This is an optimization exercise on Yosys and OpenROAD, whose aim is small area, a short achievable clock period and few clock cycles, not a production implementation.
Where RTL was checked, it was by simulation tests only, not by an equivalence proof against the original.
Only the layout flow was run in runs 1 and 2; the RTL was not checked for function there.
Power is estimated from default activity; no workload was simulated.

==> flow/design.v <==
module EC_2(
    input  logic       Enter,
    input  logic       Clk,
    input  logic       Reset,
    input  logic [7:0] Data_input,
    input  logic       Load_en,
    input  logic [4:0] Load_addr,
    input  logic [7:0] Load_data,
    output logic       Halt,
    output logic       In_wait,
    output logic [7:0] Data_output
    );
    localparam logic [2:0] OP_LOAD  = 3'd0;
    localparam logic [2:0] OP_STORE = 3'd1;
    localparam logic [2:0] OP_ADD   = 3'd2;
    localparam logic [2:0] OP_SUB   = 3'd3;
    localparam logic [2:0] OP_IN    = 3'd4;
    localparam logic [2:0] OP_JZ    = 3'd5;
    localparam logic [2:0] OP_JPOS  = 3'd6;
    localparam logic [2:0] OP_HALT  = 3'd7;
    logic [7:0] mem [0:31];
    logic [4:0] pc;       
    logic [7:0] ir_d;     
    logic       vd;       
    logic [4:0] ir_e;     
    logic       e_ld, e_st, e_add, e_sub;
    logic [7:0] opnd;     
    logic       tk;       
    logic [7:0] a;
    logic       halt_r;   
    logic       inw;      
    wire stall = halt_r | (inw & ~Enter);
    wire       nx_valid = tk | vd;
    wire [7:0] nx_word  = tk ? opnd : ir_d;
    wire [2:0] nx_op    = nx_word[7:5];
    wire [4:0] ra       = nx_word[4:0];
    wire [7:0] bx    = opnd ^ {8{e_sub}};
    wire [7:0] g0    = a & bx;
    wire [7:0] p0    = a ^ bx;
    wire [7:0] gk = {g0[7:1], g0[0] | (p0[0] & e_sub)};
    wire [7:0] pk = {p0[7:1], 1'b0};
    wire [7:0] g1 = gk | (pk & {gk[6:0], 1'b0});
    wire [7:0] p1 = pk & {pk[6:0], 1'b0};
    wire [7:0] g2 = g1 | (p1 & {g1[5:0], 2'b0});
    wire [7:0] p2 = p1 & {p1[5:0], 2'b0};
    wire [7:0] g3 = g2 | (p2 & {g2[3:0], 4'b0});
    wire [7:0] carry = {g3[6:0], e_sub};
    wire [7:0] sum   = p0 ^ carry;
    wire [7:0] ab_x     = a ^ opnd;
    wire       add_zero = (ab_x == {a[6:0] | opnd[6:0], 1'b0});
    wire       sub_zero = (ab_x == 8'd0);
    wire e_keep = ~(e_ld | e_add | e_sub | inw);
    wire [7:0] a_nx = ({8{e_ld}}          & opnd) |
                      ({8{e_add | e_sub}} & sum) |
                      ({8{inw}}           & Data_input) |
                      ({8{e_keep}}        & a);
    wire z_nx = (e_ld  & (opnd == 8'd0)) |
                (e_add & add_zero) |
                (e_sub & sub_zero) |
                (inw   & (Data_input == 8'd0)) |
                (e_keep & (a == 8'd0));
    logic [7:0] rd_op, rd_f;
    always_comb begin
        rd_op = 8'd0;
        rd_f  = 8'd0;
        for (int i = 0; i < 32; i++) begin
            rd_op = rd_op | (mem[i] & {8{ra == 5'(i)}});
            rd_f  = rd_f  | (mem[i] & {8{pc == 5'(i)}});
        end
    end
    wire [7:0] op_nx = (e_st && ir_e == ra) ? a : rd_op;
    wire       nx_store = nx_valid & (nx_op == OP_STORE);
    wire [7:0] f_nx = (nx_store && ra == pc)              ? a_nx :
                      (e_st && ir_e == pc)                ? a    : rd_f;
    wire tk_nx = nx_valid & (((nx_op == OP_JZ) & z_nx) |
                             ((nx_op == OP_JPOS) & ~a_nx[7]));
    wire [4:0] ra_p1 = {ra[4] ^ (&ra[3:0]), ra[3] ^ (&ra[2:0]), ra[2] ^ (&ra[1:0]), ra[1] ^ ra[0], ~ra[0]};
    wire [4:0] pc_p1 = {pc[4] ^ (&pc[3:0]), pc[3] ^ (&pc[2:0]), pc[2] ^ (&pc[1:0]), pc[1] ^ pc[0], ~pc[0]};
    wire [4:0] pc_nx = tk_nx ? ra_p1 : pc_p1;
    always_ff @(posedge Clk or posedge Reset) begin
        if (Reset) begin
            pc     <= 5'd0;
            vd     <= 1'b0;
            a      <= 8'd0;
            e_ld   <= 1'b0;
            e_st   <= 1'b0;
            e_add  <= 1'b0;
            e_sub  <= 1'b0;
            tk     <= 1'b0;
            halt_r <= 1'b0;
            inw    <= 1'b0;
        end else if (!stall) begin
            pc     <= pc_nx;
            vd     <= 1'b1;
            a      <= a_nx;
            e_ld   <= nx_valid & (nx_op == OP_LOAD);
            e_st   <= nx_store;
            e_add  <= nx_valid & (nx_op == OP_ADD);
            e_sub  <= nx_valid & (nx_op == OP_SUB);
            tk     <= tk_nx;
            halt_r <= nx_valid & (nx_op == OP_HALT);
            inw    <= nx_valid & (nx_op == OP_IN);
        end
    end
    always_ff @(posedge Clk) begin
        if (!stall) begin
            ir_d <= f_nx;
            ir_e <= ra;
            opnd <= op_nx;
        end
    end
    always_ff @(posedge Clk) begin
        if (Load_en)
            mem[Load_addr] <= Load_data;
        else if (e_st)
            mem[ir_e] <= a;
    end
    assign Halt        = halt_r;
    assign In_wait     = inw;
    assign Data_output = a;
endmodule
==> flow/run.sh <==
#!/bin/bash
# synth_recipe.tcl (not shown) runs the flow's synth.tcl, then flattens the netlist and writes it again
# the make line also repeats each setting of config.mk as NAME=value (left out here)
make -C /OpenROAD-flow-scripts/flow DESIGN_CONFIG=/design/flow/config.mk WORK_HOME=/design/flow/orfs CLKGATE_MAP_FILE= SYNTH_SCRIPT=/design/flow/synth_recipe.tcl finish
==> flow/config.mk <==
export PLATFORM = sky130hd
export DESIGN_NAME = EC_2
export DESIGN_NICKNAME = EC_2
export VERILOG_FILES = /design/flow/design.v
export SDC_FILE = /design/flow/constraint.sdc
export NUM_CORES = 4
export LEC_CHECK = 0
export CAP_MARGIN = 20
export CORE_MARGIN = 2
export CORE_UTILIZATION = 40
export SLEW_MARGIN = 20
==> flow/constraint.sdc <==
create_clock -name core_clock -period 8.0 [get_ports {Clk}]
set_input_delay 1.6000 -clock core_clock [delete_from_list [all_inputs] [get_ports {Clk}]]
set_output_delay 1.6000 -clock core_clock [all_outputs]
set_load 0.01 [all_outputs]
==> results of run 1 <==
synthesized netlist by cell type (all sizes together), types with 2 or more instances:
| cell | n |
|---|---|
| nand2b | 12 |
| a31oi | 11 |
| xnor2 | 20 |
| mux2i | 19 |
| nand3 | 20 |
| nor4b | 4 |
| mux2 | 4 |
| nor2b | 7 |
| o21ai | 28 |
| dfrtp | 21 |
| o21bai | 2 |
| or3 | 3 |
| o31ai | 5 |
| nand3b | 3 |
| nand4 | 38 |
| o41ai | 3 |
| or2 | 2 |
| nor3b | 8 |
| and3 | 5 |
| xor2 | 15 |
| a21oi | 14 |
| nor2 | 106 |
| or4 | 3 |
| a222oi | 34 |
| nor3 | 26 |
| buf | 17 |
| a32oi | 4 |
| a22oi | 165 |
| clkbuf | 13 |
| a221oi | 24 |
| ha | 27 |
| edfxtp | 277 |
| a21o | 5 |
| nor4 | 12 |
| a21boi | 2 |
| o21a | 2 |
| a22o | 25 |
| nand2 | 74 |
| inv | 36 |
worst max-delay path, stage by stage:
cell             delay, ns
clkdlybuf4s50_1       0.67
nand2b_1              0.17
buf_4                 0.36
mux2i_1               0.37
nand2_1               0.53
nor2_1                0.70
area by class of cell:
type	instances	share of cell area [%]
timing repair buffer	99	4.940
clock buffer	32	4.677
antenna	1	0.01501
inverter	36	0.8108
sequential	298	53.06
tap	461	3.461
clock inverter	25	1.606
multi-input combinational	747	31.43
power by group:
part	switching [mW]	leakage, nW	total [mW]	internal, mW
clock network	0.645	0.502	1.49	0.848
logic	0.0694	2.48	0.0900	0.0206
registers	0.0177	2.73	1.74	1.72
logic make-up (layout without fill, tap and decap cells):
family | after synthesis | count (layout)
other | 0 | 1
buffers and inverters | 66 | 192
AO/OA/AOI/OAI | 333 | 333
multiplexers | 23 | 23
adder cells (fa/ha/maj) | 28 | 28
flip-flops | 298 | 298
XOR/XNOR | 35 | 35
AND/OR/NAND/NOR | 328 | 328
through the flow:
| step | power [mW] | area (um2) | instances | utilization [%] | hold slack, ns |
|---|---|---|---|---|---|
| 2_1_floorplan | 1.788 | 14260 | 1111 | - | 0.4258 |
| 3_3_place_gp | 1.858 | 15590 | 1637 | 44.16 | 0.4496 |
| 6_report | 3.320 | 16670 | 1699 | 47.20 | 0.4737 |
| 5_1_grt | 3.383 | 16660 | 1698 | 47.20 | 0.4925 |
| 3_5_place_dp | 1.857 | 15590 | 1637 | 44.16 | 0.4514 |
| 4_1_cts | 3.328 | 16640 | 1694 | 47.12 | 0.4715 |
worst min-delay path by stage:
stage,to,depth (start not counted),startpoint
final,vd,1,vd
after CTS,vd,1,vd
after global placement,vd,1,vd
after global routing,vd,1,vd
after detailed placement,vd,1,vd
after floorplan,vd,1,vd
flip-flops by register name, indices dropped and copies added (netlist names):
register and count:
mem 256, a 8, ir_d 8, opnd 8, ir_e 5, pc 5
e_add 1, e_ld 1, e_st 1, e_sub 1, halt_r 1, inw 1
tk 1, vd 1
metal layers:
metal / global-route usage, % / routed length (um)
met4: 28.57 / 7102
met3: 14.08 / 10140
met1: 52.47 / 27820
met2: 63.62 / 33450
met5: 0 / 71
placed cells by master, fill, tap and decap left out, types with 21 or more instances in the layout:
| cell type | instances |
|---|---|
| clkdlybuf4s50_1 | 34 |
| nor2_1 | 105 |
| ha_1 | 27 |
| nand4_1 | 38 |
| a22o_1 | 25 |
| dfrtp_1 | 21 |
| buf_4 | 61 |
| a221oi_1 | 24 |
| edfxtp_1 | 277 |
| nand2_1 | 74 |
| inv_1 | 35 |
| clkbuf_16 | 31 |
| a222oi_1 | 34 |
| a22oi_1 | 165 |
==> metrics.md, run 1 <==
| Metric | Value |
|---|---|
| Worst R2R End | opnd[4] |
| Synthesized flop and latch total | 298 |
| Synth area leaders | edfxtp_1 (58%), a22oi_1 (8.7%), dfrtp_1 (3.7%), nor2_1 (2.8%), a222oi_1 (2.4%) |
| CP endpoint kind | flop |
| Largest net degree at the start of global routing | 33 |
| Compound-Gate Fraction of Synth Area | 18.19% |
| FF-to-FF setup slack | 3.79 ns |
| Nets@finish | 1266 |
| Final Skew | 0.02351 ns |
| Final HPWL DP | 59250 um |
| Endpoints failing setup | 0 |
| Worst-path clk slew | 0.06 ns |
| Library cells used by synthesis | 69 |
| Starting Density | 40.38% |
| Hold Buf Count CTS | 0 |
| Setup crit end | mem[3][6] |
| Post-synth net total | 1164 |
| Area of the core | 35310 um2 |
| Multiplexer share of the synthesized area | 1.764% |
| Vias | 12250 |
| Synth Area in XOR/XNOR | 2.203% |
| Area Growth Syn to Fin | 16.89% |
| GRT overflow | 0 |
| DR DRC count | 0 |
| Area leader, netlist | edfxtp_1 |
| Synth warn | 1 |
| Worst IR Drop VDD | 0.1980 mV |
| Post-Syn Instances | 1111 |
| Simple-gate share of the synthesized area | 11.38% |
| RSZ-0062 raised after global routing | no |
| Final setup margin | 3.778 ns |
| Via density per instance | 7.211 |
| Asr flop ratio synth | 7.047% |
| Crit-path max FO | 25 |
| DRT iter0 DRCs | 2591 |
| Primary FF master, synth | edfxtp_1 |
| Setup Slack @ Placement | 3.399 ns |
| Global-route wire length before repair | 103300 um |
| TritonCTS clock tree | built |
| Initial antenna violation count | 7 |
| Syn_area_per_cell | 12.83 um2 |
| H-tree levels | 1 |
| Max Clock Freq | 0.2369 GHz |
| Drt pass-1 iters | 13 |
| Crit. Startpoint | Load_en |
| Post_cts resized | 0 |
| Die Y | 192.8 um |
| CTS buffer count | 31 |
| Post-CTS Setup Bufs | 0 |
| CTS Sinks | 298 |
| Number of enable flip-flop cells after synthesis | 277 |
| IO Port Bufs | 34 |
| GPL Wtd Cong | 1.097 |
| Worst EP required | 8.21 ns |
| Yosys top cell area share | 58.34% |
| Post-synthesis cell area | 14260 um2 |
| Pwr dens | 199.2 nW/um2 |
| CP arrival | 4.43 ns |
| Die area | 37170 um2 |
| Slew Limit Fails | 0 |
| Final WL | 78590 um |
| Worst hold path class | flop to flop |
| Post-DR wirelength/cell | 46.26 um |
| Area of the multi-input gates | 5239 um2 |
| Reg2reg start | tk |
| Post-DRT Antenna Nets | 0 |
| Setup CP Type | primary input to flop |
| Worst Setup Start Kind | primary input |
| Layout cells sized above 1 | 12.69% |
| Fin Setup TNS | 0 ns |
| Die Wd | 192.8 um |
| Largest family of logic cells by synthesized area | compound AO/OA/AOI/OAI gates |
| GR Util All Layers | 42.61% |
| Clock Latency Late Sink | 0.59 ns |
| Slew headroom | 13.95% |
| Fillers | 3209 |
| Final cycle utilization of the critical path | 52.77% |
| Status | timing/DRC/antenna clean |
| Post-Synth Adder-Cell Area | 2.510% |
| R2R depth | 10 |
| Register area share after synthesis | 62.02% |
| Post-route minimum period | 4.222 ns |
| CTS Root Cell | clkbuf_16 |
| Number of core rows | 69 |
| Clk buf depth | 3 |
| IO Pins | 35 |
| Total of max-cap violations | 0 |
| Vias in the first global route | 11450 |
| Worst-margin pin slew | 1.291 ns |
| Pleak | 5.713 nW |
| Register area | 8843 um2 |
| Hold Violations, Final | 0 |
==> run 2: changes to the inputs <==
--- a/flow/config.mk
+++ b/flow/config.mk
@@ -9,3 +9,5 @@
 export CORE_MARGIN = 2
 export CORE_UTILIZATION = 40
+export SETUP_SLACK_MARGIN = 5
 export SLEW_MARGIN = 20
+export TNS_END_PERCENT = 5
==> run 2 against run 1 <==
  * Still clean on timing, DRC and antenna
  * Area after synthesis unchanged
  * Routed wire length is 6.0% higher
  * Sequential power hardly changed
  * Sequential share of layout area fell by 4.5 points
  * Cell count up 4.2%
  * Sequential cell count did not move
  * Global-route usage rose by 2.3 points
  * Critical path depth rose by 2
  * Critical path type is now flop to flop
  * Combinational power up 19%
==> metrics.md, run 2 <==
| Metric | Value |
|---|---|
| Library cells used by synthesis | 69 |
| Drt pass-1 iters | 9 |
| Starting Density | 40.38% |
| Slew Limit Fails | 0 |
| Area of the core | 35310 um2 |
| Commonest non-fill, non-tap cell in the layout | edfxtp_1 |
| Register area share after synthesis | 62.02% |
| Largest register FFs | 256 |
| Fin Setup TNS | 0 ns |
| Largest net degree at the start of global routing | 33 |
| Die area | 37170 um2 |
| Synth area leaders | edfxtp_1 (58%), a22oi_1 (8.7%), dfrtp_1 (3.7%), nor2_1 (2.8%), a222oi_1 (2.4%) |
| Post-DR wirelength/cell | 47.07 um |
| RSZ-0062 raised after global routing | yes |
| Fillers | 3013 |
| Worst Setup Start Kind | flop |
| Global-route wire length before repair | 108500 um |
| Hold depth | 1 |
| Area of the multi-input gates | 6128 um2 |
| Worst-margin pin slew | 1.149 ns |
| Status | timing/DRC/antenna clean |
| Post-Syn Instances | 1111 |
| Nets@finish | 1336 |
| Syn_area_per_cell | 12.83 um2 |
| Worst IR Drop VDD | 0.1904 mV |
| CTS Sinks | 298 |
| Pwr dens | 188.6 nW/um2 |
| Setup CP Type | flop to flop |
| Number of core rows | 69 |
| GR Util All Layers | 44.95% |
| Final Skew | 0.02049 ns |
| H-tree levels | 2 |
| R2R depth | 8 |
| Synth warn | 1 |
| Crit-path max FO | 5 |
| Clk buf depth | 3 |
| GRT overflow | 0 |
| IO Port Bufs | 34 |
| Die Y | 192.8 um |
| Die Wd | 192.8 um |
| Max Clock Freq | 0.2961 GHz |
| Post-synth net total | 1164 |
| Area leader, netlist | edfxtp_1 |
| Via density per instance | 7.304 |
| Vias in the first global route | 12230 |
| Asr flop ratio synth | 7.047% |
| Worst-path clk slew | 0.06 ns |
| GPL Wtd Cong | 1.130 |
| Number of enable flip-flop cells after synthesis | 277 |
| Yosys top cell area share | 58.34% |
| Hold Violations, Final | 0 |
| Register area | 8870 um2 |
| Final HPWL DP | 60180 um |
| Area Growth Syn to Fin | 28.01% |
| Post-synthesis cell area | 14260 um2 |
| Top reg by flops | mem |
| TritonCTS clock tree | built |
| Most frequent cells in the layout | edfxtp_1 (277), a22oi_1 (160), buf_4 (117) |
| Endpoints failing setup | 0 |
| Non-filler instance count after layout | 1770 |
| Post-synth top cells | edfxtp_1 (277), a22oi_1 (165), nor2_1 (106) |
| Primary FF master, synth | edfxtp_1 |
| CP endpoint kind | flop |
| Initial antenna violation count | 5 |
| Worst EP required | 8.27 ns |
| IO Pins | 35 |
| Layout cells sized above 1 | 28.08% |
| Post-DRT Antenna Nets | 0 |
| Slew headroom | 23.08% |
| Final cycle utilization of the critical path | 42.22% |
| CP arrival | 3.65 ns |
| DRT iter0 DRCs | 2126 |
| Post-route minimum period | 3.378 ns |
| Pleak | 6.281 nW |
| Final WL | 83320 um |
| Clock Latency Late Sink | 0.56 ns |
| Worst hold path class | flop to flop |
| Synthesized flop and latch total | 298 |
| Most common cell in the synthesized netlist | edfxtp_1 |
| Total of max-cap violations | 0 |
| DP Cell Count | 1630 |
| CTS buffer count | 34 |
| Vias | 12930 |
| CTS Root Cell | clkbuf_16 |
| DR DRC count | 0 |
==> run 2: metrics by stage <==
step	instance area, um2	utilization (%)	hold WS (ns)	setup WS, ns	total power, mW
final	18250	51.69	0.5052	4.622	3.443
after global routing	18250	51.68	0.5374	4.709	3.508
after CTS	17600	49.85	0.5146	4.809	3.450
after detailed placement	15880	44.96	0.4962	3.557	1.871
after global placement	15860	44.90	0.4913	3.499	1.872
after floorplan	14650	-	0.4258	4.842	1.802
==> run 2: cell families after synthesis <==
family / count (synthesis) / synth area share (%)
AOI/OAI and AO/OA: 333 / 18.19
and+or+nand+nor: 328 / 11.38
DFF: 298 / 62.02
buffers and inverters: 66 / 1.931
xor gates and xnor gates: 35 / 2.203
adders and majority gates: 28 / 2.510
muxes: 23 / 1.764
==> run 2: area by class of cell <==
type | count | area share, %
flip-flops and latches | 298 | 48.59
repair buffers | 165 | 7.780
well taps | 461 | 3.160
clock inverters | 20 | 1.206
clock buffers | 40 | 4.901
diodes | 2 | 0.02742
multi-input cells | 748 | 33.58
inverters | 36 | 0.7540
==> run 2: worst max-delay path, stage by stage, from the launching register on <==
cell and delay, ns:
dfrtp_2 0.46, ha_4 0.19, and3_4 0.18, ha_4 0.19
a222oi_1 0.98, nand4_1 0.50, nor3_2 0.34, mux2_4 0.19
mux2i_1 0.05
==> run 2: final timing paths <==
path / from / endpoint / slack (ns)
max in group asynchronous: Reset / pc[3] / 5.71
max reg2reg: pc[0] / ir_d[4] / 4.62
max: pc[0] / ir_d[4] / 4.62
min in group asynchronous: Reset / tk / 1.58
min: vd / vd / 0.51
min reg2reg: vd / vd / 0.51
==> run 2: timing repair <==
action,4_1_cts,5_1_grt
setup buffers,36,38
setup endpoints to repair,544,313
resized for setup,90,68
cloned,1,1
hold buffers,0,0
pin swaps,23,43
==> run 2: power breakdown <==
part | internal, mW | switching, mW
logic | 0.0238 | 0.0835
clock network | 0.936 | 0.663
registers | 1.72 | 0.0172
==> run 2: layer usage <==
| metal | track usage [%] | wire [um] | share of wire [%] | vias to the layer above |
|---|---|---|---|---|
| met1 | 51.93 | 28070 | 34 | 6356 |
| met2 | 66.83 | 35000 | 42 | 1250 |
| met3 | 17.38 | 11290 | 14 | 408 |
| met4 | 35.17 | 8934 | 11 | 4 |
| li1 | - | - | - | 4910 |
| met5 | 0 | 27 | 0.032 | - |
==> run 3: changes to the inputs <==
--- a/flow/design.v
+++ b/flow/design.v
@@ -71,11 +71,11 @@
     wire [7:0] op_nx = (e_st && ir_e == ra) ? a : rd_op;
     wire       nx_store = nx_valid & (nx_op == OP_STORE);
-    wire [7:0] f_nx = (nx_store && ra == pc)              ? a_nx :
-                      (e_st && ir_e == pc)                ? a    : rd_f;
+    wire       refetch  = nx_store & (ra == pc);
+    wire [7:0] f_nx = (e_st && ir_e == pc) ? a : rd_f;
     wire tk_nx = nx_valid & (((nx_op == OP_JZ) & z_nx) |
                              ((nx_op == OP_JPOS) & ~a_nx[7]));
     wire [4:0] ra_p1 = {ra[4] ^ (&ra[3:0]), ra[3] ^ (&ra[2:0]), ra[2] ^ (&ra[1:0]), ra[1] ^ ra[0], ~ra[0]};
     wire [4:0] pc_p1 = {pc[4] ^ (&pc[3:0]), pc[3] ^ (&pc[2:0]), pc[2] ^ (&pc[1:0]), pc[1] ^ pc[0], ~pc[0]};
-    wire [4:0] pc_nx = tk_nx ? ra_p1 : pc_p1;
+    wire [4:0] pc_nx = tk_nx ? ra_p1 : refetch ? pc : pc_p1;
     always_ff @(posedge Clk or posedge Reset) begin
         if (Reset) begin
@@ -92,5 +92,5 @@
         end else if (!stall) begin
             pc     <= pc_nx;
-            vd     <= 1'b1;
+            vd     <= ~refetch;
             a      <= a_nx;
             e_ld   <= nx_valid & (nx_op == OP_LOAD);
--- a/flow/config.mk
+++ b/flow/config.mk
@@ -8,5 +8,5 @@
 export CAP_MARGIN = 20
 export CORE_MARGIN = 2
-export CORE_UTILIZATION = 40
+export CORE_UTILIZATION = 50
 export SETUP_SLACK_MARGIN = 5
 export SLEW_MARGIN = 20
==> run 3 against run 2 <==
  * Still clean on timing, DRC and antenna
  * Sequential power rose by about 30%
  * Clock-buffer cell count fell by 6
  * Maximum frequency fell by 2.4%
  * Global-route usage rose by 3.5 points
  * Largest cell class unchanged
==> metrics.md, run 3 <==
| Metric | Value |
|---|---|
| Status | timing/DRC/antenna clean |
| DP Cell Count | 1498 |
| Internal power | 4.008 mW |
| Die area | 29680 um2 |
| CTS Root Cell | clkbuf_16 |
| Worst IR Drop VDD | 0.2021 mV |
| GPL Wtd Cong | 1.196 |
| Post-DR wirelength/cell | 45.01 um |
| TritonCTS clock tree | built |
| Worst hold path class | flop to flop |
| Area Growth Syn to Fin | 23.06% |
| Post-synth top cells | edfxtp_1 (277), a22oi_1 (157), nor2_1 (78) |
| Number of enable flip-flop cells after synthesis | 277 |
| Die Y | 172.3 um |
| Worst-path clk slew | 0.07 ns |
| Yosys top cell area share | 58.74% |
| Post-Syn Instances | 1080 |
| Pwr dens | 398.6 nW/um2 |
| Library cells used by synthesis | 63 |
| Hold Violations, Final | 0 |
| GR Util All Layers | 48.49% |
| Synth warn | 1 |
| Hold Buf Count CTS | 0 |
| Area of the multi-input gates | 5988 um2 |
| Drt pass-1 iters | 10 |
| Final WL | 71650 um |
| Area leader, netlist | edfxtp_1 |
| Global-route wire length before repair | 95430 um |
| CTS buffer count | 31 |
| GRT overflow | 0 |
| Non-filler instance count after layout | 1592 |
| Fin Setup TNS | 0 ns |
| Layout cells sized above 1 | 23.06% |
| Comb pwr share | 45.1% |
| Synthesized flop and latch total | 298 |
| Primary FF master, synth | edfxtp_1 |
| DRT iter0 DRCs | 2969 |
| Commonest non-fill, non-tap cell in the layout | edfxtp_1 |
| Total of max-cap violations | 0 |
| Final Skew | 0.03453 ns |
| Via density per instance | 7.992 |
| Die Wd | 172.3 um |
| Final cycle utilization of the critical path | 43.28% |
| CP endpoint kind | flop |
| NetSw | 2.938 mW |
| H-tree levels | 1 |
| Largest register FFs | 256 |
| Nets@finish | 1240 |
| CP arrival | 3.80 ns |
| Number of core rows | 61 |
| Syn_area_per_cell | 13.11 um2 |
| Register area share after synthesis | 62.45% |
| Pleak | 5.626 nW |
| Post-synth net total | 1133 |
| Clk pwr share | 22.4% |
| Starting Density | 50.83% |
| Vias | 12720 |
| Sequential fraction of design power | 32.5% |
| IO Port Bufs | 34 |
| Most common cell in the synthesized netlist | edfxtp_1 |
| Most frequent cells in the layout | edfxtp_1 (277), a22oi_1 (155), buf_4 (65) |
| Largest net degree at the start of global routing | 33 |
| Synth area leaders | edfxtp_1 (59%), a22oi_1 (8.3%), dfrtp_1 (3.7%), ha_1 (2.4%), a222oi_1 (2.2%) |
| Clock Latency Late Sink | 0.61 ns |
| Worst EP required | 8.34 ns |
| Slew headroom | 13.39% |
| Post-DRT Antenna Nets | 0 |
| RSZ-0062 raised after global routing | yes |
| Crit-path max FO | 19 |
| Endpoints failing setup | 0 |
| Final HPWL DP | 51230 um |
| Fillers | 2109 |
| Worst Setup Start Kind | flop |
| Asr flop ratio synth | 7.047% |
| Top reg by flops | mem |
| Max Clock Freq | 0.2888 GHz |
| Worst-margin pin slew | 1.294 ns |
| Area of the core | 27860 um2 |
| Vias in the first global route | 11340 |
| Register area | 8866 um2 |
| Slew Limit Fails | 0 |
| DR DRC count | 0 |
| Sw Share | 42.30% |
| Clk buf depth | 3 |
| IO Pins | 35 |
| CTS Sinks | 298 |
| Initial antenna violation count | 6 |
| Setup CP Type | flop to flop |
| Post-synthesis cell area | 14160 um2 |
| Post-route minimum period | 3.462 ns |
run 3: cell type report:
cell class | count | area share (%)
timing repair buffer | 102 | 4.990
inverter | 33 | 0.7539
clock inverter | 22 | 1.730
sequential | 298 | 50.88
tap | 378 | 2.714
multi-input combinational | 721 | 34.36
clock buffer | 34 | 4.516
antenna | 4 | 0.05744
run 3: worst max-delay path, cell delays in order (launching register included):
cell and delay (ns):
dfrtp_2 0.66, nand2b_1 0.27, nor2_2 0.20, a222oi_1 1.10
nand4_1 0.48, nor3_4 0.36, mux2i_1 0.11
run 3: power by group through the flow:
stage / Combinational [mW] / Clock, mW / Sequential (mW)
final: 3.13 / 1.55 / 2.26
after detailed placement: 2.54 / 0 / 2.26
after CTS: 2.74 / 1.55 / 2.22
after floorplan: 1.72 / 0 / 2.08
after global placement: 2.51 / 0 / 2.26
after global routing: 3.21 / 1.61 / 2.26
run 3: repair_timing:
item	in CTS	in global routing
buffers inserted	11	22
setup endpoints to repair	545	235
gates cloned	1	0
resized for setup	48	73
pin swaps	9	31
run 3: per-layer routing:
layer | part of all wire [%] | vias to the layer above | global-route usage (%) | wire (um)
met5 | 0.056 | - | 0 | 40
met4 | 10 | 6 | 34.38 | 7389
met3 | 16 | 444 | 20.92 | 11110
met2 | 40 | 1414 | 69.18 | 28920
met1 | 34 | 6142 | 58.95 | 24190
li1 | - | 4717 | - | -
run 3: worst paths after layout:
kind | to | slack (ns) | cells after the start | start
min in group asynchronous | vd | 1.50 | 2 | Reset
worst min register to register | halt_r | 0.52 | 1 | halt_r
worst max register to register | ir_d[2] | 4.54 | 6 | pc[3]
worst max-delay path | ir_d[2] | 4.54 | 6 | pc[3]
worst min-delay path | halt_r | 0.52 | 1 | halt_r
max in group asynchronous | tk | 5.87 | 2 | Reset
run 3: kinds of logic (layout without fill, tap and decap cells):
kind of cell             Yosys count  in the layout  share of synthesized area (%)
AO/OA/AOI/OAI                    346            346                          18.94
AND/OR/NAND/NOR                  288            289                          10.23
flip-flops                       298            298                          62.45
XOR/XNOR                          36             36                          2.227
multiplexers                      22             22                          1.635
adder cells (fa/ha/maj)           28             28                          2.527
other                              0              4                              0
buffers and inverters             62            191                          1.988
run 3: metrics by stage:
step	setup WS, ns	cell area [um2]	hold WS, ns	utilization, %	total power, mW
detailed placement	3.773	15530	0.4936	55.75	4.804
CTS	4.759	16900	0.5065	60.66	6.512
global placement	3.828	15520	0.4856	55.71	4.773
floorplan	4.841	14580	0.4633	-	3.792
global route	4.780	17420	0.5406	62.52	7.084
finish	4.538	17430	0.5198	62.56	6.946
Testbench counts of run 3, summed over its fixed seeds: cycles 43,846.
==> run 4: changes to the inputs <==
--- a/flow/config.mk
+++ b/flow/config.mk
@@ -6,7 +6,9 @@
 export NUM_CORES = 4
 export LEC_CHECK = 0
+export ABC_AREA = 1
 export CAP_MARGIN = 20
 export CORE_MARGIN = 2
-export CORE_UTILIZATION = 50
+export CORE_UTILIZATION = 40
+export CTS_BUF_LIST = sky130_fd_sc_hd__clkbuf_4 sky130_fd_sc_hd__clkbuf_8
 export SETUP_SLACK_MARGIN = 5
 export SLEW_MARGIN = 20
==> run 4 against run 3 <==
  * Still clean
  * Final area rose by 5.1%
  * Global-route usage down 14 points
  * Area after synthesis increased by 9.7%
  * Clock skew shrank 0.0021 ns
  * Die area rose by 36%
  * Non-clock buffer count decreased by 30
  * Sequential share of layout area decreased by 2.5 points
  * Sequential power decreased by 23%
  * Critical path type is now flop to primary output
  * Critical endpoint is now Data_output[1]
  * Largest cell class unchanged
==> metrics.md, run 4 <==
| Metric | Value |
|---|---|
| Slowest stage delay, CP | 0.57 ns |
| Top reg by flops | mem |
| CTS Sinks | 298 |
| Commonest non-fill, non-tap cell in the layout | nand2_1 |
| Library cells used by synthesis | 52 |
| Area of the multi-input gates | 6455 um2 |
| Crit path max-delay family | buffers and inverters |
| Slowest cell on crit path | clkdlybuf4s50_1 |
| Post-DRT Antenna Nets | 0 |
| Non-filler instance count after layout | 2408 |
| Worst-path clk slew | 0.06 ns |
| Die Y | 201.0 um |
| CTS Root Cell | clkbuf_8 |
| GPL Wtd Cong | 1.114 |
| Final HPWL DP | 53580 um |
| Pleak | 7.472 nW |
| DR DRC count | 0 |
| Post-layout util | 47.60% |
| Crit. Startpoint | a[1] |
| GR Util All Layers | 34.82% |
| Fin Hold WS | 0.4854 ns |
| IO Pins | 35 |
| Final WL | 70220 um |
| Post-synth top cells | nand2_1 (737), edfxtp_1 (277), nor2_1 (179) |
| Slew Limit Fails | 0 |
| Most common cell in the synthesized netlist | nand2_1 |
| Largest net degree at the start of global routing | 38 |
| H-tree levels | 2 |
| Total of max-cap violations | 0 |
| Status | timing/DRC/antenna clean |
| Final setup margin | 4.822 ns |
| Vias in the first global route | 13120 |
| Area of the core | 38470 um2 |
| Drt pass-1 iters | 7 |
| CTS buffer count | 50 |
| Synthesized flop and latch total | 298 |
| Number of core rows | 72 |
| RSZ-0062 raised after global routing | yes |
| Final Skew | 0.03245 ns |
| DP Cell Count | 2301 |
| Die Wd | 201.0 um |
| Post-Syn Instances | 1749 |
| FF-to-FF setup slack | 4.89 ns |
| Post-synth net total | 1802 |
| Worst path bufs/invs | 1 |
| Area leader, netlist | edfxtp_1 |
| Fillers | 3745 |
| Yosys top cell area share | 53.56% |
| Post-synthesis cell area | 15530 um2 |
| Setup Slack @ Placement | 3.769 ns |
| Crit-path max FO | 3 |
| Fin Setup TNS | 0 ns |
| Register area | 8853 um2 |
| Clk buf depth | 3 |
| Asr flop ratio synth | 7.047% |
| Layout cells sized above 1 | 14.29% |
| Worst Setup Start Kind | flop |
| Number of enable flip-flop cells after synthesis | 277 |
| Final cycle utilization of the critical path | 39.73% |
| Synth warn | 1 |
| Nets@finish | 1911 |
| TritonCTS clock tree | built |
| CP arrival | 1.58 ns |
| Crit-path cells | clkdlybuf4s50_1 |
| Global-route wire length before repair | 97590 um |
| Post-DR wirelength/cell | 29.16 um |
| Primary FF master, synth | edfxtp_1 |
| Syn_area_per_cell | 8.879 um2 |
| Pwr dens | 180.4 nW/um2 |
| Die area | 40420 um2 |
| IO Port Bufs | 34 |
| Register area share after synthesis | 56.94% |
| Area Growth Syn to Fin | 17.89% |
| GRT overflow | 0 |
| Initial antenna violation count | 1 |
| Reg2reg start | pc[4] |
| Via density per instance | 5.708 |
| Slew headroom | 40.54% |
| Clock Latency Late Sink | 0.63 ns |
| Endpoints failing setup | 0 |
| Largest register FFs | 256 |
| Worst IR Drop VDD | 0.1259 mV |
| Most frequent cells in the layout | nand2_1 (728), edfxtp_1 (277), inv_1 (161) |
| Min-delay src | vd |
| Setup CP Type | flop to primary output |
| Starting Density | 40.37% |
| CP endpoint kind | primary output |
| Worst EP required | 6.40 ns |
| Synth area leaders | edfxtp_1 (54%), nand2_1 (18%), nor2_1 (4.3%), inv_1 (4.0%), dfrtp_1 (3.4%) |
| DRT iter0 DRCs | 1856 |
| Worst-margin pin slew | 0.8910 ns |
| Worst hold path class | flop to flop |
| Vias | 13750 |
| Post-route minimum period | 3.178 ns |
| Hold Violations, Final | 0 |
| Max Clock Freq | 0.3147 GHz |
[run 4: cell families after synthesis]
logic type                 count (synthesis)  share of synthesized area (%)
AOI/OAI and AO/OA                        124                          5.446
DFF                                      298                          56.94
buffers and inverters                    188                          5.084
adders and majority gates                 28                          2.304
and+or+nand+nor                         1099                          29.54
xor gates and xnor gates                  12                         0.6768
[run 4: final cells by class]
type,count,share of cell area (%)
flip-flops and latches,298,48.36
multi-input cells,1265,35.26
clock buffers,67,4.490
repair buffers,72,3.642
inverters,171,3.595
well taps,518,3.540
clock inverters,16,1.107
diodes,1,0.01367
[run 4: stage by stage]
step | area (um2) | power (mW)
final | 18310 | 3.303
after global routing | 18310 | 3.391
after CTS | 18140 | 3.325
after detailed placement | 16900 | 1.884
after global placement | 16900 | 1.885
after floorplan | 15930 | 1.818
[run 4: report_power, final]
group	switching (mW)	internal [mW]	total [mW]	leakage, nW
Combinational	0.0934	0.0307	0.124	4.23
Sequential	0.0124	1.73	1.74	2.70
Clock	0.616	0.823	1.44	0.541
Total	0.721	2.58	3.30	7.47
[run 4: path summary, 6_finish.rpt]
kind                       depth (start not counted)              to
hold reg to reg                                    2              vd
hold / removal                                     2              vd
setup reg to reg                                  10         ir_d[2]
setup / recovery                                   1  Data_output[1]
min in group asynchronous                          2            e_st
max in group asynchronous                          2              tk
[run 4: what timing repair did]
action	in CTS	in global routing
hold buffers	0	0
setup endpoints to repair	282	94
pin swaps	8	3
setup buffers	14	7
gates cloned	2	0
resized for setup	19	33
[run 4: per-layer routing]
layer  part of all wire (%)  vias up  wire [um]  global-route usage [%]
met5                      0        -          0                       0
met1                     40     6647      28230                   46.73
met2                     42      883      29670                   50.89
met4                    7.2        0       5087                   22.65
li1                       -     6031          -                       -
met3                     10      184       7232                   7.711
==> run 5: changes to the inputs <==
--- a/flow/config.mk
+++ b/flow/config.mk
@@ -6,5 +6,4 @@
 export NUM_CORES = 4
 export LEC_CHECK = 0
-export ABC_AREA = 1
 export CAP_MARGIN = 20
 export CORE_MARGIN = 2
==> run 5 against run 4 <==
  * Still clean on timing, DRC and antenna
  * Sequential share of layout area rose by 1.2 points
  * Die area decreased by 8.6%
  * Cell count is 27% lower
  * Clock-buffer cell count fell by 4
  * Sequential cell count unchanged
  * Utilization up 3.9 points
  * Hold slack better by 0.021 ns
  * Synthesized cell count shrank 38%
  * Power up 120%
  * Critical endpoint is now ir_d[7]
  * Largest power group is now combinational logic
==> metrics.md, run 5 <==
| Metric | Value |
|---|---|
| Initial antenna violation count | 3 |
| Starting Density | 40.79% |
| Final Skew | 0.02719 ns |
| Register area | 8869 um2 |
| Worst hold path class | flop to flop |
| TritonCTS clock tree | built |
| Area leader, netlist | edfxtp_1 |
| Worst-path clk slew | 0.06 ns |
| Syn_area_per_cell | 13.11 um2 |
| Nets@finish | 1307 |
| Clk pwr share | 20.8% |
| Post-synth net total | 1133 |
| RSZ-0062 raised after global routing | yes |
| Grt met2 use | 63.84% |
| H-tree levels | 2 |
| Post-synthesis cell area | 14160 um2 |
| Drt pass-1 iters | 13 |
| Status | timing/DRC/antenna clean |
| Largest register FFs | 256 |
| Top reg by flops | mem |
| Number of enable flip-flop cells after synthesis | 277 |
| Final cycle utilization of the critical path | 41.39% |
| Setup Slack @ Placement | 3.703 ns |
| Crit-path max FO | 8 |
| Die Wd | 192.2 um |
| Slew headroom | 19.66% |
| Library cells used by synthesis | 63 |
| Most crowded layer after global routing | met2 |
| Max Clock Freq | 0.3020 GHz |
| Die area | 36920 um2 |
| Area of the core | 34710 um2 |
| Hold Buf Count CTS | 0 |
| Global-route wire length before repair | 103400 um |
| Slew Limit Fails | 0 |
| Fillers | 3016 |
| Fin Setup TNS | 0 ns |
| Pleak | 5.925 nW |
| Comb pwr share | 49.0% |
| Endpoints failing setup | 0 |
| Largest net degree at the start of global routing | 33 |
| DR DRC count | 0 |
| Total Power | 7.250 mW |
| Worst EP required | 8.40 ns |
| GRT overflow | 0 |
| Synthesized flop and latch total | 298 |
| DRT iter0 DRCs | 2098 |
| Synth area leaders | edfxtp_1 (59%), a22oi_1 (8.3%), dfrtp_1 (3.7%), ha_1 (2.4%), a222oi_1 (2.2%) |
| Number of core rows | 68 |
| Worst-margin pin slew | 1.201 ns |
| GR Util All Layers | 42.57% |
| Final WL | 78170 um |
| Area of the multi-input gates | 5966 um2 |
| Worst Setup Start Kind | flop |
| Primary FF master, synth | edfxtp_1 |
| Clock Latency Late Sink | 0.66 ns |
| CP arrival | 3.71 ns |
| CTS buffer count | 51 |
| Slowest stage delay, CP | 0.70 ns |
| Setup CP Type | flop to flop |
| Internal power | 4.074 mW |
| Met3 usage | 15.64% |
| Asr flop ratio synth | 7.047% |
| Post-Syn Instances | 1080 |
| Post-DRT Antenna Nets | 0 |
| Synth warn | 1 |
| Slowest cell on crit path | a222oi_1 |
| Via density per instance | 7.191 |
| Commonest non-fill, non-tap cell in the layout | edfxtp_1 |
| Hold Violations, Final | 0 |
| Die Y | 192.2 um |
| Fin Hold WS | 0.5061 ns |
| NetSw | 3.176 mW |
| Sw Share | 43.80% |
| Pwr dens | 405.4 nW/um2 |
| Final HPWL DP | 55930 um |
| GR Util met1 | 50.89% |
| Final setup margin | 4.689 ns |
| GPL Wtd Cong | 1.150 |
| Total of max-cap violations | 0 |
| Post-route minimum period | 3.311 ns |
| Vias in the first global route | 11950 |
| Layout cells sized above 1 | 28.33% |
| Register area share after synthesis | 62.45% |
| Sequential fraction of design power | 30.2% |
| Most common cell in the synthesized netlist | edfxtp_1 |
| Crit-path cells | ha_4 -> and3_1 -> ha_1 -> a222oi_1 -> nand4_1 -> or3_1 -> mux2_2 |
| IO Port Bufs | 34 |
| Worst IR Drop VDD | 0.2962 mV |
| Crit path max-delay family | simple AND/OR/NAND/NOR gates |
| Yosys top cell area share | 58.74% |
| Worst path bufs/invs | 0 |
| CTS Sinks | 298 |
| CP endpoint kind | flop |
| Clk buf depth | 3 |
| Vias | 12590 |
| Post-synth top cells | edfxtp_1 (277), a22oi_1 (157), nor2_1 (78) |
| Post-DR wirelength/cell | 44.67 um |
| IO Pins | 35 |
| Most frequent cells in the layout | edfxtp_1 (277), a22oi_1 (152), buf_4 (105) |
| Area Growth Syn to Fin | 26.30% |
| CTS Root Cell | clkbuf_8 |
[run 5: worst paths after layout]
kind / start / to / slack (ns) / cells past startpoint
max in group asynchronous: Reset / e_sub / 5.92 / 2
min in group asynchronous: Reset / vd / 1.43 / 2
hold reg to reg: halt_r / halt_r / 0.51 / 1
setup reg to reg: pc[1] / ir_d[7] / 4.69 / 7
setup / recovery: pc[1] / ir_d[7] / 4.69 / 7
hold / removal: halt_r / halt_r / 0.51 / 1
[run 5: worst reg2reg max path, delay by kind of cell, from the launching register on]
kind                     cells  cell delay [ns]
AO/OA/AOI/OAI                1             0.71
AND/OR/NAND/NOR              3             1.07
multiplexers                 1             0.29
adder cells (fa/ha/maj)      2             0.54
flip-flops                   1             0.46
[run 5: routing by layer]
metal	vias to the layer above	share of wire, %
li1	4863	-
met1	6254	36
met2	1099	42
met3	365	12
met4	4	9.1
met5	-	0.058
[run 5: cell families after synthesis]
logic type / Yosys count / share of synthesized area (%)
mux: 22 / 1.635
compound gates: 346 / 18.94
flops: 298 / 62.45
simple gates: 288 / 10.23
xor+xnor: 36 / 2.227
fa+ha+maj: 28 / 2.527
buf+inv: 62 / 1.988
[run 5: layout make-up]
class / instances / area share [%]
flip-flops and latches: 298 / 49.58
multi-input cells: 721 / 33.35
repair buffers: 149 / 7.121
clock buffers: 63 / 4.463
well taps: 455 / 3.183
clock inverters: 28 / 1.525
inverters: 33 / 0.7275
diodes: 3 / 0.04197
[run 5: timing repair]
action / in CTS / in global routing
setup endpoints to repair: 566 / 182
pin swaps: 12 / 23
gates resized for setup: 56 / 60
gates cloned: 1 / 0
hold endpoints to repair: 0 / 0
buffers inserted: 12 / 56
[run 5: power groups by stage]
stage / registers [mW] / clock network (mW) / logic (mW)
2_1_floorplan: 2.08 / 0 / 1.72
3_3_place_gp: 2.24 / 0 / 2.73
3_5_place_dp: 2.24 / 0 / 2.74
4_1_cts: 2.22 / 1.52 / 2.95
5_1_grt: 2.20 / 1.58 / 3.66
6_report: 2.19 / 1.51 / 3.55
[run 5: per-stage QoR]
stage / cell area, um2 / util (%) / std cells
2_1_floorplan: 14580 / - / 1080
6_report: 17890 / 51.52 / 1750
3_3_place_gp: 15750 / 45.36 / 1586
5_1_grt: 17880 / 51.50 / 1747
3_5_place_dp: 15760 / 45.39 / 1586
4_1_cts: 17190 / 49.51 / 1690
==> run 6: changes to the inputs <==
--- a/flow/design.v
+++ b/flow/design.v
@@ -104,13 +104,22 @@
     end
     always_ff @(posedge Clk) begin
-        if (!stall) begin
+        if (!stall)
             ir_d <= f_nx;
-            ir_e <= ra;
-            opnd <= op_nx;
-        end
     end
     always_ff @(posedge Clk) begin
-        if (Load_en)
-            mem[Load_addr] <= Load_data;
+        ir_e <= ra;
+        opnd <= op_nx;
+    end
+    logic       ld_en;
+    logic [4:0] ld_addr;
+    logic [7:0] ld_data;
+    always_ff @(posedge Clk) begin
+        ld_en   <= Load_en;
+        ld_addr <= Load_addr;
+        ld_data <= Load_data;
+    end
+    always_ff @(posedge Clk) begin
+        if (ld_en)
+            mem[ld_addr] <= ld_data;
         else if (e_st)
             mem[ir_e] <= a;
==> flow/flow/run.sh (new file) <==
#!/bin/bash
# Own layout flow: the standard flow (standard.sh) with two changes.
#  - sky130_fd_sc_hd__a222oi_1 is added to the platform's don't-use cells.
#    It has no stronger size, and as the last gate of a memory read it drives
#    a long wire slowly, which the resizer cannot fix.
#  - Ports are buffered with buf_4 rather than the default choice (a slow
#    clkdlybuf4s50_1 on the outputs).
# Everything else, including the synthesis script, is the standard flow.
# Each ORFS step logs to orfs/logs/...; make's own output goes to
# flow_make.log here.
set -euo pipefail
PLATFORM_DONT_USE="sky130_fd_sc_hd__probe_p_8 sky130_fd_sc_hd__probec_p_8 sky130_fd_sc_hd__lpflow_bleeder_1 sky130_fd_sc_hd__lpflow_clkbufkapwr_1 sky130_fd_sc_hd__lpflow_clkbufkapwr_16 sky130_fd_sc_hd__lpflow_clkbufkapwr_2 sky130_fd_sc_hd__lpflow_clkbufkapwr_4 sky130_fd_sc_hd__lpflow_clkbufkapwr_8 sky130_fd_sc_hd__lpflow_clkinvkapwr_1 sky130_fd_sc_hd__lpflow_clkinvkapwr_16 sky130_fd_sc_hd__lpflow_clkinvkapwr_2 sky130_fd_sc_hd__lpflow_clkinvkapwr_4 sky130_fd_sc_hd__lpflow_clkinvkapwr_8 sky130_fd_sc_hd__lpflow_decapkapwr_12 sky130_fd_sc_hd__lpflow_decapkapwr_3 sky130_fd_sc_hd__lpflow_decapkapwr_4 sky130_fd_sc_hd__lpflow_decapkapwr_6 sky130_fd_sc_hd__lpflow_decapkapwr_8 sky130_fd_sc_hd__lpflow_inputiso0n_1 sky130_fd_sc_hd__lpflow_inputiso0p_1 sky130_fd_sc_hd__lpflow_inputiso1n_1 sky130_fd_sc_hd__lpflow_inputiso1p_1 sky130_fd_sc_hd__lpflow_inputisolatch_1 sky130_fd_sc_hd__lpflow_isobufsrc_1 sky130_fd_sc_hd__lpflow_isobufsrc_16 sky130_fd_sc_hd__lpflow_isobufsrc_2 sky130_fd_sc_hd__lpflow_isobufsrc_4 sky130_fd_sc_hd__lpflow_isobufsrc_8 sky130_fd_sc_hd__lpflow_isobufsrckapwr_16 sky130_fd_sc_hd__lpflow_lsbuf_lh_hl_isowell_tap_1 sky130_fd_sc_hd__lpflow_lsbuf_lh_hl_isowell_tap_2 sky130_fd_sc_hd__lpflow_lsbuf_lh_hl_isowell_tap_4 sky130_fd_sc_hd__lpflow_lsbuf_lh_isowell_4 sky130_fd_sc_hd__lpflow_lsbuf_lh_isowell_tap_1 sky130_fd_sc_hd__lpflow_lsbuf_lh_isowell_tap_2 sky130_fd_sc_hd__lpflow_lsbuf_lh_isowell_tap_4 "
bash standard.sh finish \
  DONT_USE_CELLS="$PLATFORM_DONT_USE sky130_fd_sc_hd__a222oi_1" \
  BUFFER_PORTS_ARGS="-buffer_cell sky130_fd_sc_hd__buf_4" \
  > flow_make.log 2>&1
==> flow/standard.sh (new file) <==
#!/bin/bash
# synth_recipe.tcl (not shown) runs the flow's synth.tcl, then flattens the netlist and writes it again
# the make line also repeats each setting of config.mk as NAME=value (left out here)
make -C /OpenROAD-flow-scripts/flow DESIGN_CONFIG=/design/flow/config.mk WORK_HOME=/design/flow/orfs CLKGATE_MAP_FILE= SYNTH_SCRIPT=/design/flow/synth_recipe.tcl "${@:-finish}"
--- a/flow/config.mk
+++ b/flow/config.mk
@@ -6,4 +6,5 @@
 export NUM_CORES = 4
 export LEC_CHECK = 0
+export ABC_AREA = 1
 export CAP_MARGIN = 20
 export CORE_MARGIN = 2
removed: flow/run.sh
==> run 6 against run 5 <==
  * Routed wire length is 1.5% higher
  * Clock skew is 0.033 ns higher
  * Power is 52% lower
  * Hold slack worse by 0.021 ns
  * Critical endpoint is now ir_d[4]
  * Largest power group is now sequential cells
  * Highest routed layer is now met4
==> metrics.md, run 6 <==
| Metric | Value |
|---|---|
| Max Clock Freq | 0.2969 GHz |
| Final setup margin | 4.631 ns |
| TritonCTS clock tree | built |
| Pwr dens | 192.2 nW/um2 |
| DR DRC count | 0 |
| Worst EP required | 8.53 ns |
| Number of core rows | 72 |
| Area leader, netlist | edfxtp_1 |
| GPL Wtd Cong | 1.042 |
| Clk buf depth | 3 |
| Hold Violations, Final | 0 |
| Worst hold path class | flop to flop |
| Vias in the first global route | 13440 |
| Status | timing/DRC/antenna clean |
| Largest register FFs | 256 |
| Post-DR wirelength/cell | 32.59 um |
| RSZ-0062 raised after global routing | yes |
| Post-synthesis cell area | 15770 um2 |
| Slew Limit Fails | 0 |
| Fin Setup TNS | 0 ns |
| Top reg by flops | mem |
| CP endpoint kind | flop |
| Clock Latency Late Sink | 0.72 ns |
| Asr flop ratio synth | 6.731% |
| Post-DP Area | 16810 um2 |
| Starting Density | 40.62% |
| Total of max-cap violations | 0 |
| Crit-path max FO | 9 |
| Drt pass-1 iters | 5 |
| Post-synth net total | 1814 |
| Endpoints failing setup | 0 |
| Post-synth top cells | nand2_1 (697), edfxtp_1 (264), inv_1 (179) |
| Yosys top cell area share | 50.27% |
| Post-Syn Instances | 1761 |
| Final WL | 79330 um |
| Post-DRT Antenna Nets | 0 |
| Pleak | 7.690 nW |
| Most frequent cells in the layout | nand2_1 (695), edfxtp_1 (264), inv_1 (177) |
| Worst-path clk slew | 0.06 ns |
| FF-to-FF setup slack | 4.63 ns |
| Setup CP Type | flop to flop |
| Number of enable flip-flop cells after synthesis | 264 |
| Reg2reg start | pc[0] |
| Slew headroom | 27.23% |
| Global-route wire length before repair | 107500 um |
| R2R depth | 12 |
| Nets@finish | 1923 |
| Area of the core | 38830 um2 |
| Primary FF master, synth | edfxtp_1 |
| Die area | 41030 um2 |
| Synth warn | 1 |
| Total Power | 3.483 mW |
| Area Growth Syn to Fin | 14.94% |
| Commonest non-fill, non-tap cell in the layout | nand2_1 |
| GRT overflow | 0 |
| Setup Slack @ Placement | 4.343 ns |
| Final cycle utilization of the critical path | 42.11% |
| Worst IR Drop VDD | 0.1408 mV |
| Initial antenna violation count | 1 |
| Setup crit end | ir_d[4] |
| IO Port Bufs | 34 |
| H-tree levels | 2 |
| Final instance area | 18130 um2 |
| GR Util All Layers | 38.73% |
| IO Pins | 35 |
| Final HPWL DP | 57920 um |
| Die Y | 202.6 um |
| Worst-margin pin slew | 1.091 ns |
| Via density per instance | 5.786 |
| Hold Buf Count CTS | 0 |
| Die Wd | 202.6 um |
| Worst Setup Start Kind | flop |
| Library cells used by synthesis | 49 |
| CTS Root Cell | clkbuf_8 |
| DRT iter0 DRCs | 1913 |
| Syn_area_per_cell | 8.955 um2 |
| Synth area leaders | edfxtp_1 (50%), nand2_1 (17%), inv_1 (4.3%), nor2_1 (4.2%), dfxtp_1 (3.4%) |
| CTS buffer count | 57 |
| Largest net degree at the start of global routing | 33 |
| Synthesized flop and latch total | 312 |
| Worst R2R End | ir_d[4] |
| Final Skew | 0.06023 ns |
| CP arrival | 3.90 ns |
| Register area share after synthesis | 57.03% |
| Layout cells sized above 1 | 13.68% |
| Vias | 14080 |
| Most common cell in the synthesized netlist | nand2_1 |
| Crit. Startpoint | pc[0] |
| CTS Sinks | 312 |
| Post-route minimum period | 3.369 ns |
==> run 6: worst min path at each step <==
stage | depth (start not counted) | to | slack, ns | startpoint
after floorplan | 2 | vd | 0.45 | vd
after global placement | 2 | halt_r | 0.47 | halt_r
after detailed placement | 2 | halt_r | 0.48 | halt_r
after CTS | 2 | halt_r | 0.49 | halt_r
after global routing | 2 | halt_r | 0.50 | halt_r
final | 2 | halt_r | 0.49 | halt_r
==> run 6: cell type report <==
class	count	area (um2)
sequential	312	8995
antenna	1	2.502
timing repair buffer	71	536.8
multi-input combinational	1243	6072
clock inverter	23	181.4
clock buffer	81	983.4
inverter	185	706.9
fill	3870	20700
tap	518	648.1
==> run 6: cells by family after synthesis <==
kind of cell / Yosys count / share of synthesized area (%)
flops: 312 / 57.03
buf+inv: 207 / 5.363
xor+xnor: 15 / 0.8331
simple gates: 1061 / 28.59
fa+ha+maj: 28 / 2.269
compound gates: 138 / 5.911
==> run 6: through the flow <==
stage | utilization (%) | std cells | hold slack, ns
6_report | 46.68 | 2434 | 0.4852
5_1_grt | 46.68 | 2433 | 0.5042
4_1_cts | 46.45 | 2428 | 0.4895
3_5_place_dp | 43.29 | 2323 | 0.4758
3_3_place_gp | 43.28 | 2323 | 0.4717
2_1_floorplan | - | 1761 | 0.4507
==> run 6: where the power goes <==
group / switching [mW] / total (mW) / internal (mW)
combinational: 0.0615 / 0.0801 / 0.0186
clock: 0.747 / 1.61 / 0.861
sequential: 0.0111 / 1.79 / 1.78
total: 0.820 / 3.48 / 2.66
==> run 6: layer usage <==
metal | routed length [um] | vias to the layer above | part of all wire [%] | global-route usage [%]
li1 | - | 6074 | - | -
met1 | 30330 | 6813 | 38 | 49.84
met2 | 33220 | 953 | 42 | 57.06
met3 | 8728 | 244 | 11 | 9.101
met4 | 7044 | 0 | 8.9 | 28.52
met5 | 0 | - | 0 | 0
==> run 6: critical path, stage by stage, from the launching register on <==
cell and delay (ns):
dfrtp_1 0.47, inv_1 0.19, ha_2 0.44, inv_1 0.08, nor2_1 0.33, nand2_1 0.30, inv_1 0.45, nand2_1 0.28
o2111ai_1 0.17, nor3_1 0.10, nand3_1 0.24, nand2_1 0.08, inv_1 0.09
==> run 6: repair_timing <==
action,in CTS,in global routing
setup endpoints to repair,145,196
gates cloned,1,0
gates resized for setup,14,20
buffers inserted,0,5
pin swaps,1,1
Testbench counts of run 6, summed over its fixed seeds: cycles 43,846.
==> run 7: changes to the inputs <==
--- a/flow/config.mk
+++ b/flow/config.mk
@@ -6,5 +6,4 @@
 export NUM_CORES = 4
 export LEC_CHECK = 0
-export ABC_AREA = 1
 export CAP_MARGIN = 20
 export CORE_MARGIN = 2
==> run 7 against run 6 <==
  * Still clean
  * Sequential share of layout area rose by 2.2 points
  * Utilization is 1.1 points higher
  * Clock-buffer cell count fell by 18
  * First-iteration DRC count is 10% higher
  * Clock power fell by 8%
  * Final area down 4.2%
  * Cell count fell by 25%
  * Die area down 7.1%
  * Combinational power grew to 39 times the previous value
  * Maximum frequency is 6.0% higher
  * Setup slack better by 0.19 ns
  * Critical path type unchanged
  * Largest cell class unchanged
==> metrics.md, run 7 <==
| Metric | Value |
|---|---|
| Post-layout util | 47.78% |
| Worst R2R End | ir_d[3] |
| Largest register FFs | 256 |
| CP arrival | 3.56 ns |
| Fin Setup TNS | 0 ns |
| Setup CP Type | flop to flop |
| Crit-path max FO | 27 |
| Non-filler instance count after layout | 1831 |
| Library cells used by synthesis | 70 |
| Worst hold path class | flop to flop |
| Worst Setup Start Kind | flop |
| Nets@finish | 1378 |
| Die Y | 195.3 um |
| Initial antenna violation count | 1 |
| Final Skew | 0.03172 ns |
| Min-delay src | vd |
| Hold Buf Count CTS | 0 |
| Global-route wire length before repair | 105500 um |
| Post-synthesis cell area | 14640 um2 |
| Hold depth | 1 |
| Synth area leaders | edfxtp_1 (54%), a22oi_1 (5.8%), dfxtp_1 (3.7%), dfrtp_1 (3.6%), a22o_1 (3.5%) |
| R2R depth | 11 |
| Post-DRT Antenna Nets | 0 |
| Post-synth top cells | edfxtp_1 (264), nor2_1 (124), nand2_1 (118) |
| Area of the core | 36350 um2 |
| Post-Syn Instances | 1192 |
| FF-to-FF setup slack | 4.82 ns |
| DR DRC count | 0 |
| Reg2reg start | pc[4] |
| Slew Limit Fails | 0 |
| Vias | 12690 |
| Die Wd | 195.3 um |
| Number of enable flip-flop cells after synthesis | 264 |
| Worst EP required | 8.39 ns |
| GRT overflow | 0 |
| Number of core rows | 70 |
| GPL Wtd Cong | 1.148 |
| Post-DR wirelength/cell | 42.74 um |
| Clock Latency Late Sink | 0.67 ns |
| Most common cell in the synthesized netlist | edfxtp_1 |
| IO Pins | 35 |
| Layout cells sized above 1 | 21.35% |
| Total of max-cap violations | 0 |
| Worst IR Drop VDD | 0.1434 mV |
| Commonest non-fill, non-tap cell in the layout | edfxtp_1 |
| Synth warn | 1 |
| Most frequent cells in the layout | edfxtp_1 (264), buf_4 (116), nand2_1 (115) |
| DP Cell Count | 1722 |
| Post-synth net total | 1245 |
| Register area | 9005 um2 |
| Drt pass-1 iters | 8 |
| Pleak | 6.122 nW |
| Top reg by flops | mem |
| CTS Sinks | 312 |
| Syn_area_per_cell | 12.28 um2 |
| CP endpoint kind | flop |
| Synthesized flop and latch total | 312 |
| Status | timing/DRC/antenna clean |
| CTS buffer count | 52 |
| Pwr dens | 394.1 nW/um2 |
| Primary FF master, synth | edfxtp_1 |
| Register area share after synthesis | 61.45% |
| Worst-path clk slew | 0.06 ns |
| GR Util All Layers | 41.27% |
| DRT iter0 DRCs | 2109 |
| Worst-margin pin slew | 1.156 ns |
| Area Growth Syn to Fin | 18.66% |
| Final WL | 78250 um |
| RSZ-0062 raised after global routing | yes |
| Fillers | 3339 |
| Largest net degree at the start of global routing | 33 |
| IO Port Bufs | 34 |
| H-tree levels | 2 |
| Ant diodes | 0 |
| Area leader, netlist | edfxtp_1 |
| Vias in the first global route | 12150 |
| Post-route minimum period | 3.177 ns |
| Yosys top cell area share | 54.17% |
| Hold Violations, Final | 0 |
| Die area | 38130 um2 |
| Max Clock Freq | 0.3148 GHz |
| Clk buf depth | 3 |
| TritonCTS clock tree | built |
| Area of the multi-input gates | 5697 um2 |
| Endpoints failing setup | 0 |
| Final cycle utilization of the critical path | 39.71% |
| Final HPWL DP | 58060 um |
| Asr flop ratio synth | 6.731% |
| Starting Density | 40.27% |
| Via density per instance | 6.930 |
| CTS Root Cell | clkbuf_8 |
| Endpoint of the worst hold-timing path | vd |
| Slew headroom | 22.66% |
-- run 7: layout make-up --
| type | count | area share [%] |
|---|---|---|
| Multi-Input combinational cell | 810 | 32.80 |
| Clock inverter | 29 | 1.455 |
| Inverter | 31 | 0.7061 |
| Sequential cell | 312 | 51.85 |
| Timing Repair Buffer | 118 | 5.216 |
| Clock buffer | 63 | 4.597 |
| Tap cell | 468 | 3.372 |
-- run 7: repair_timing --
action                                  CTS  global route
gates resized for setup                  57            10
endpoints found under the setup margin  111            32
pin swaps                                 4             7
buffers inserted                         14             3
-- run 7: logic make-up after synthesis --
group                      synth area share (%)
muxes                                     2.197
AOI/OAI and AO/OA                         17.93
and+or+nand+nor                           11.96
buffers and inverters                     1.992
adders and majority gates                 2.445
DFF                                       61.45
xor gates and xnor gates                  2.026
-- run 7: critical path, cell delays in order (launching register included) --
cell and delay, ns:
dfrtp_1 0.35, buf_8 0.27, clkinvlp_4 0.26, buf_12 0.19, nand2_4 0.13, nor2_1 0.07, buf_4 0.22, a22o_1 0.22
a221oi_1 0.26, nand4_1 0.43, nor3_2 0.40, a21oi_1 0.11
-- run 7: worst max-delay path by stage --
| stage | end | start | slack [ns] | depth (start not counted) |
|---|---|---|---|---|
| final | ir_d[3] | pc[4] | 4.82 | 11 |
| after global routing | ir_d[4] | pc[4] | 4.85 | 11 |
| after CTS | mem[6][3] | e_st | 4.86 | 4 |
| after detailed placement | opnd[4] | tk | 3.91 | 11 |
| after global placement | opnd[4] | tk | 3.89 | 11 |
| after floorplan | opnd[1] | tk | 5.06 | 13 |
-- run 7: stage by stage --
| stage | total power [mW] | setup WS, ns | hold slack (ns) | area, um2 |
|---|---|---|---|---|
| global placement | 5.039 | 3.886 | 0.4804 | 15850 |
| detailed placement | 5.019 | 3.907 | 0.4880 | 15850 |
| global route | 7.055 | 4.851 | 0.5136 | 17370 |
| floorplan | 3.841 | 5.062 | 0.4418 | 14640 |
| finish | 6.844 | 4.823 | 0.5113 | 17370 |
| CTS | 6.689 | 4.862 | 0.5025 | 17260 |
-- run 7: metal layers --
metal,share of wire (%),routed length (um),up-vias,global-route usage (%)
li1,-,-,4994,-
met4,7.6,5973,2,24.85
met2,42,33240,1083,60.93
met3,11,8873,275,12.11
met5,0.012,9,-,0
met1,39,30150,6334,53.84
-- run 7: report_power, final --
group          internal (mW)  total [mW]  switching [mW]  leakage [nW]
registers               2.00        2.28           0.282          2.87
logic                   1.08        3.09            2.00          2.71
clock network          0.792        1.48           0.684         0.543
total                   3.87        6.84            2.97          6.12
==> run 8: changes to the inputs <==
--- a/flow/config.mk
+++ b/flow/config.mk
@@ -6,9 +6,10 @@
 export NUM_CORES = 4
 export LEC_CHECK = 0
-export CAP_MARGIN = 20
+export ABC_AREA = 1
+export CAP_MARGIN = 50
 export CORE_MARGIN = 2
 export CORE_UTILIZATION = 40
 export CTS_BUF_LIST = sky130_fd_sc_hd__clkbuf_4 sky130_fd_sc_hd__clkbuf_8
 export SETUP_SLACK_MARGIN = 5
-export SLEW_MARGIN = 20
+export SLEW_MARGIN = 60
 export TNS_END_PERCENT = 5
==> run 8 against run 7 <==
  * Synthesized cell count is 48% higher
  * Global-route usage is 2.7 points lower
  * Sequential share of layout area is 2.7 points lower
  * Combinational power is 97% lower
  * Largest power group is now sequential cells
  * Highest routed layer unchanged
==> metrics.md, run 8 <==
| Metric | Value |
|---|---|
| Status | timing/DRC/antenna clean |
| Pleak | 7.697 nW |
| Largest register FFs | 256 |
| GPL Wtd Cong | 1.042 |
| Slowest stage delay, CP | 0.46 ns |
| Drt pass-1 iters | 8 |
| Post-DR wirelength/cell | 32.44 um |
| CP endpoint kind | flop |
| NetSw | 0.7977 mW |
| Most frequent cells in the layout | nand2_1 (695), edfxtp_1 (264), inv_1 (167) |
| Clk pwr share | 45.0% |
| Nets@finish | 1929 |
| Pwr dens | 186.4 nW/um2 |
| Post-Syn Instances | 1761 |
| Die area | 41030 um2 |
| GR Util All Layers | 38.59% |
| Clk buf depth | 3 |
| Layout cells sized above 1 | 15.05% |
| Vias | 14090 |
| Post-synth top cells | nand2_1 (697), edfxtp_1 (264), inv_1 (179) |
| Crit-path max FO | 9 |
| CTS buffer count | 56 |
| Syn_area_per_cell | 8.955 um2 |
| Number of core rows | 72 |
| Hold Buf Count CTS | 0 |
| Sequential fraction of design power | 52.6% |
| Post-route minimum period | 3.154 ns |
| Clock Latency Late Sink | 0.69 ns |
| Synth warn | 1 |
| Post-layout util | 47.16% |
| CTS Root Cell | clkbuf_8 |
| Crit path max-delay family | simple AND/OR/NAND/NOR gates |
| Slew headroom | 57.32% |
| Non-filler instance count after layout | 2438 |
| Die Y | 202.6 um |
| Crit-path cells | inv_1 -> ha_2 -> inv_1 -> nor2_1 -> nand2_1 -> clkinvlp_4 -> buf_4 -> a22o_1 -> nor2_1 -> and2_0 -> nand4_1 -> nand2_1 -> inv_1 |
| Endpoints failing setup | 0 |
| Synth area leaders | edfxtp_1 (50%), nand2_1 (17%), inv_1 (4.3%), nor2_1 (4.2%), dfxtp_1 (3.4%) |
| Worst-path clk slew | 0.06 ns |
| Final setup margin | 4.846 ns |
| CP most frequent cell | inv_1 |
| Final HPWL DP | 57990 um |
| Largest net degree at the start of global routing | 33 |
| Area Growth Syn to Fin | 16.11% |
| Setup CP Type | flop to flop |
| Initial antenna violation count | 2 |
| Starting Density | 40.62% |
| Most common cell in the synthesized netlist | nand2_1 |
| Total Power | 3.413 mW |
| Final WL | 79090 um |
| Register area share after synthesis | 57.03% |
| DP Cell Count | 2327 |
| Die Wd | 202.6 um |
| Worst Setup Start Kind | flop |
| IO Pins | 35 |
| Primary FF master, synth | edfxtp_1 |
| Total of max-cap violations | 0 |
| Hold Violations, Final | 0 |
| Slowest cell on crit path | dfrtp_2 |
| Worst IR Drop VDD | 0.1295 mV |
| DRT iter0 DRCs | 1971 |
| Post-DRT Antenna Nets | 0 |
| Area leader, netlist | edfxtp_1 |
| GRT overflow | 0 |
| Synthesized flop and latch total | 312 |
| H-tree levels | 2 |
| DR DRC count | 0 |
| Ant diodes | 0 |
| Fin Setup TNS | 0 ns |
| Post-synthesis cell area | 15770 um2 |
| RSZ-0062 raised after global routing | yes |
[run 8: changes by cell type in the layout (fill, tap and decap cells not counted), sizes merged, moves of 39 or more]
cell   change
nand2    +592
inv      +151
a22oi    -107
nor2      +81
nand3     +59
a22o      -52
buf       -39
[run 8: stage by stage]
stage               area, um2  hold slack [ns]
floorplan               15770           0.4507
global placement        16800           0.4717
detailed placement      17030           0.4860
CTS                     18200           0.5035
global route            18310           0.5173
finish                  18310           0.4985
[run 8: power by group through the flow]
stage | clock network, mW | registers (mW) | logic (mW)
2_1_floorplan | 0 | 1.82 | 0.0305
3_3_place_gp | 0 | 1.83 | 0.0772
3_5_place_dp | 0 | 1.83 | 0.0798
4_1_cts | 1.55 | 1.79 | 0.0801
5_1_grt | 1.62 | 1.80 | 0.0872
6_report | 1.53 | 1.79 | 0.0835
[run 8: logic make-up after synthesis]
logic type / after synthesis / synth area share [%]
compound gates: 138 / 5.911
xor+xnor: 15 / 0.8331
simple gates: 1061 / 28.59
flops: 312 / 57.03
fa+ha+maj: 28 / 2.269
buf+inv: 207 / 5.363
[run 8: cell type report]
cell class / count / area [um2]
Sequential cell: 312 / 8996
Multi-Input combinational cell: 1242 / 6212
Inverter: 185 / 711.9
Clock inverter: 22 / 135.1
Fill cell: 3868 / 20520
Clock buffer: 80 / 969.7
Timing Repair Buffer: 79 / 638.1
Tap cell: 518 / 648.1
[run 8: what timing repair did]
item,CTS,global route
buffers inserted,6,2
pin swaps,0,1
endpoints found under the setup margin,15,15
gates resized for setup,9,3
[run 8: layer usage]
metal	part of all wire, %	track usage, %	routed length [um]	vias to the layer above
met1	38	49.47	29990	6730
met2	42	57.89	33600	1019
met4	8.5	27.50	6685	4
met3	11	8.523	8781	259
li1	-	-	-	6077
met5	0.042	0	33	-
[run 8: worst paths after layout]
check	slack (ns)	from	end
max in group asynchronous	6.78	Reset	tk
min reg2reg	0.50	halt_r	halt_r
max reg2reg	4.85	pc[0]	ir_d[0]
max	4.85	pc[0]	ir_d[0]
min	0.50	halt_r	halt_r
min in group asynchronous	0.93	Reset	inw
[run 8: worst register-to-register path: cells and delay by family, from the launching register on]
kind | cells | cell delay (ns)
and+or+nand+nor | 6 | 1.23
DFF | 1 | 0.46
AOI/OAI and AO/OA | 1 | 0.27
adders and majority gates | 1 | 0.44
buffers and inverters | 5 | 0.65

Check on run 8: ideal ports give 4.846 ns setup slack; a clkbuf_16 on the clock port and buf_2 on the inputs give 4.846 ns; moving port delays by the midpoint clock arrival (0.718 ns) as well gives 4.846 ns.
